Source: an optimization exercise on an open RTL-to-GDS flow (aim: small area and a short achievable clock period). Production flows keep margins and buffers that such runs may drop. RTL that was checked went through simulation tests only; none was proved equivalent to the original.

==> flow/design.v (excerpt) <==
module fp64_add(input clk, input [63:0] a, input [63:0] b, output reg [63:0] s);
==> flow/config.mk <==
export PLATFORM = sky130hd
export DESIGN_NAME = fp64_add
export DESIGN_NICKNAME = fp64_add
export VERILOG_FILES = /design/flow/design.v
export SDC_FILE = /design/flow/constraint.sdc
export NUM_CORES = 4
export LEC_CHECK = 0
export CAP_MARGIN = 20
export CORE_MARGIN = 2
export CORE_UTILIZATION = 25
export SLEW_MARGIN = 20
==> flow/constraint.sdc <==
create_clock -name core_clock -period 30.0 [get_ports {clk}]
set_input_delay 6.0000 -clock core_clock [delete_from_list [all_inputs] [get_ports {clk}]]
set_output_delay 6.0000 -clock core_clock [all_outputs]
set_load 0.01 [all_outputs]
standard.sh (not shown) runs the stock make flow with config.mk's settings and CLKGATE_MAP_FILE= SYNTH_SCRIPT=/design/flow/synth_recipe.tcl, a recipe that flattens the netlist after the stock synthesis.
==> flow/flow/run.sh <==
#!/bin/bash
# Layout flow: the standard flow with an area-oriented ABC mapping script
# (flow/abc.script replaces ORFS's abc_speed.script; registers unchanged),
# plain buffers on the ports, a denser floorplan, and timing repair that
# aims for setup slack of 21.5 ns at the design's clock.
set -euo pipefail
cp -r "$FLOW_HOME/scripts" scripts_mod
cp flow/abc.script scripts_mod/abc_speed.script
bash standard.sh SCRIPTS_DIR="$PWD/scripts_mod" \
  "BUFFER_PORTS_ARGS=-buffer_cell sky130_fd_sc_hd__buf_1" \
  CORE_UTILIZATION=45 SETUP_SLACK_MARGIN=21.5 CTS_BUF_LIST=sky130_fd_sc_hd__clkbuf_8 ADDER_MAP_FILE= finish > standard.log 2>&1
==> flow/flow/abc.script <==
strash
map -a
topo
stime -c
Next try:
==> flow/flow/abc.script (replaced) <==
strash
dch
map -a
topo
stime -c
Outcome: Global-route usage grows by 1.7 points; hold slack gets better by 53 ps; register-to-register slack gets worse by 160 ps.
No run of this note included a check of the RTL's function; only the layout flow was run.

* * *

## oak
Another version of the RTL of fp64_add (not shown whole).
For scale: about 2900 cells after synthesis, about 17000 µm² of cells after synthesis.
Design fp64_add, start of the top module:
module fp64_add(input clk, input [63:0] a, input [63:0] b, output [63:0] s);
clock: 30.0 ns
lec_check: 0
cap_margin: 20
core_margin: 2
core_utilization: 25
slew_margin: 20
==> flow/flow/run.sh <==
#!/bin/bash
# Layout flow: the standard flow with an area-oriented ABC mapping script
# (flow/abc.script replaces ORFS's abc_speed.script; registers unchanged),
# plain buffers on the ports, a denser floorplan, and timing repair that
# aims for setup slack of 21.75 ns at the design's clock.
set -euo pipefail
cp -r "$FLOW_HOME/scripts" scripts_mod
cp flow/abc.script scripts_mod/abc_speed.script
bash standard.sh SCRIPTS_DIR="$PWD/scripts_mod" \
  "BUFFER_PORTS_ARGS=-buffer_cell sky130_fd_sc_hd__buf_1" \
  CORE_UTILIZATION=45 SETUP_SLACK_MARGIN=21.75 CTS_BUF_LIST=sky130_fd_sc_hd__clkbuf_8 ADDER_MAP_FILE= finish > standard.log 2>&1
==> flow/flow/abc.script <==
strash
dch
map -a
topo
stime -c
#### Input delta (pine over oak)
diff --git a/flow/flow/run.sh b/flow/flow/run.sh
--- a/flow/flow/run.sh
+++ b/flow/flow/run.sh
@@ -4,3 +4,3 @@
 # plain buffers on the ports, a denser floorplan, and timing repair that
-# aims for setup slack of 21.75 ns at the design's clock.
+# aims for setup slack of 21.5 ns at the design's clock.
 set -euo pipefail
@@ -10,2 +10,2 @@
   "BUFFER_PORTS_ARGS=-buffer_cell sky130_fd_sc_hd__buf_1" \
-  CORE_UTILIZATION=45 SETUP_SLACK_MARGIN=21.75 CTS_BUF_LIST=sky130_fd_sc_hd__clkbuf_8 ADDER_MAP_FILE= finish > standard.log 2>&1
+  CORE_UTILIZATION=50 SETUP_SLACK_MARGIN=21.5 CTS_BUF_LIST=sky130_fd_sc_hd__clkbuf_8 ADDER_MAP_FILE= finish > standard.log 2>&1
Notes after the runs:
pine: no failed stages, no open violations at the end. Delta (pine minus oak): die area fell by 9.8%; worst setup slack went down 0.11 ns; global-route usage increased by 2.2 points relative to the old numbers.
The inputs of birch differ from those of pine as listed below.
diff --git a/flow/flow/run.sh b/flow/flow/run.sh
--- a/flow/flow/run.sh
+++ b/flow/flow/run.sh
@@ -10,2 +10,2 @@
   "BUFFER_PORTS_ARGS=-buffer_cell sky130_fd_sc_hd__buf_1" \
-  CORE_UTILIZATION=50 SETUP_SLACK_MARGIN=21.5 CTS_BUF_LIST=sky130_fd_sc_hd__clkbuf_8 ADDER_MAP_FILE= finish > standard.log 2>&1
+  CORE_UTILIZATION=45 SETUP_SLACK_MARGIN=21.5 CTS_BUF_LIST=sky130_fd_sc_hd__clkbuf_8 ADDER_MAP_FILE= finish > standard.log 2>&1
### Flow results
Comparing pine against birch, there is no change at all in maximum number of buffers from clock root to sink. The worst-skew pair later-pin latency on birch is in line with that on pine. [compare] base=pine new=birch: clock skew increased 0.0060 ns; slew at the pin closest to its max-slew limit increased 0.15 ns; worst setup slack increased 0.028 ns. Detailed placer's ending HPWL (birch vs. pine) increases by a few percent.
Input changes introduced in maple (baseline for comparison: birch):
diff --git a/flow/flow/run.sh b/flow/flow/run.sh
--- a/flow/flow/run.sh
+++ b/flow/flow/run.sh
@@ -10,2 +10,2 @@
   "BUFFER_PORTS_ARGS=-buffer_cell sky130_fd_sc_hd__buf_1" \
-  CORE_UTILIZATION=45 SETUP_SLACK_MARGIN=21.5 CTS_BUF_LIST=sky130_fd_sc_hd__clkbuf_8 ADDER_MAP_FILE= finish > standard.log 2>&1
+  CORE_UTILIZATION=45 SETUP_SLACK_MARGIN=21.5 ADDER_MAP_FILE= finish > standard.log 2>&1
==> flow/flow/abc.script <==
strash
&get -n
&dch
&nf -R 1000
&put
topo
stime -c
Findings:
The flow did not stop early for maple: all stages ran, and the layout cleared the timing, design-rule and antenna checks. maple vs birch, detailed-route wire length per cell went up by 16%. Latest clock arrival within the worst-skew pair (maple over birch): decrease, 0.05 ns. Measured against maple, the wire length of the first global-routing pass of birch comes out at 1.07 times the reference value. Going from birch to maple, the combined buffer and inverter count along the critical path was found to have gone down by 5. The number of instances in the placed design in birch is 1.19 times that in maple. Between maple and birch, pin slew with the least headroom to its limit is lower for maple, birch comes in above that. Between maple and birch, the total number of tap cells does not differ in any meaningful way. In maple relative to birch, final standard cell area without fillers had gone up slightly. The final reports for maple and birch show peak fanout along the critical path lower in the former.
Here is what was changed in the inputs of cedar compared with maple.
diff --git a/flow/flow/run.sh b/flow/flow/run.sh
--- a/flow/flow/run.sh
+++ b/flow/flow/run.sh
@@ -10,2 +10,2 @@
   "BUFFER_PORTS_ARGS=-buffer_cell sky130_fd_sc_hd__buf_1" \
-  CORE_UTILIZATION=45 SETUP_SLACK_MARGIN=21.5 ADDER_MAP_FILE= finish > standard.log 2>&1
+  CORE_UTILIZATION=45 SETUP_SLACK_MARGIN=21.5 CTS_BUF_LIST=sky130_fd_sc_hd__clkbuf_8 ADDER_MAP_FILE= finish > standard.log 2>&1
==> run summary <==
The worst setup path startpoint comes out a[2] in one run and b[53] in the other, namely in maple and cedar respectively. Taking maple as the reference, in cedar critical path depth shows a reduction of 1, leftover overflow at the end of global routing shows no meaningful change. From maple to cedar the numbers moved as follows: summed area of non-filler cells in the final layout decreased by 1.2% relative to the old numbers, proportion of cell area occupied by registers increased by 0.24 points relative to the old numbers.

-- afterwards: timing with drivers on the ports --
The flow's constraints put no driver on any port. The routed layouts listed below were extracted and timed again, unchanged, in two steps.
Step 1, drivers: a clkbuf_16 drives clk and a buf_2 each remaining input, both assumed.
Step 2 adds t to the input delays and takes it off the output delays; t is the mean of the earliest and latest rising clock arrival at the registers after step 1. Input paths then give back, and output paths get back, about the clock's delay inside the block.
Slacks: ideal ports / drivers / drivers and shift; pairs: ideal ports / drivers.
run	t (ns)	setup WS [ns]	slew at the worst register clock pin (ns)	worst data-port slew with drivers (ns)
the first run of note 1	0.595	21.693 / 21.717 / 21.122	0.11 / 0.11	0.05
the second run of note 1	0.579	21.556 / 21.543 / 20.964	0.12 / 0.12	0.06
oak	0.571	21.778 / 21.807 / 21.236	0.12 / 0.12	0.06
pine	0.570	21.669 / 21.681 / 21.119	0.12 / 0.12	0.04
birch	0.565	21.697 / 21.720 / 21.155	0.12 / 0.12	0.04
maple	0.522	21.656 / 21.685 / 21.163	0.08 / 0.08	0.05
cedar	0.587	21.657 / 21.666 / 21.101	0.13 / 0.13	0.05
After both steps setup and hold are still met in every run listed. For the second run of note 1, which loses most, drivers alone change the setup slack by -0.013 ns; drivers and shift together by -0.592 ns.
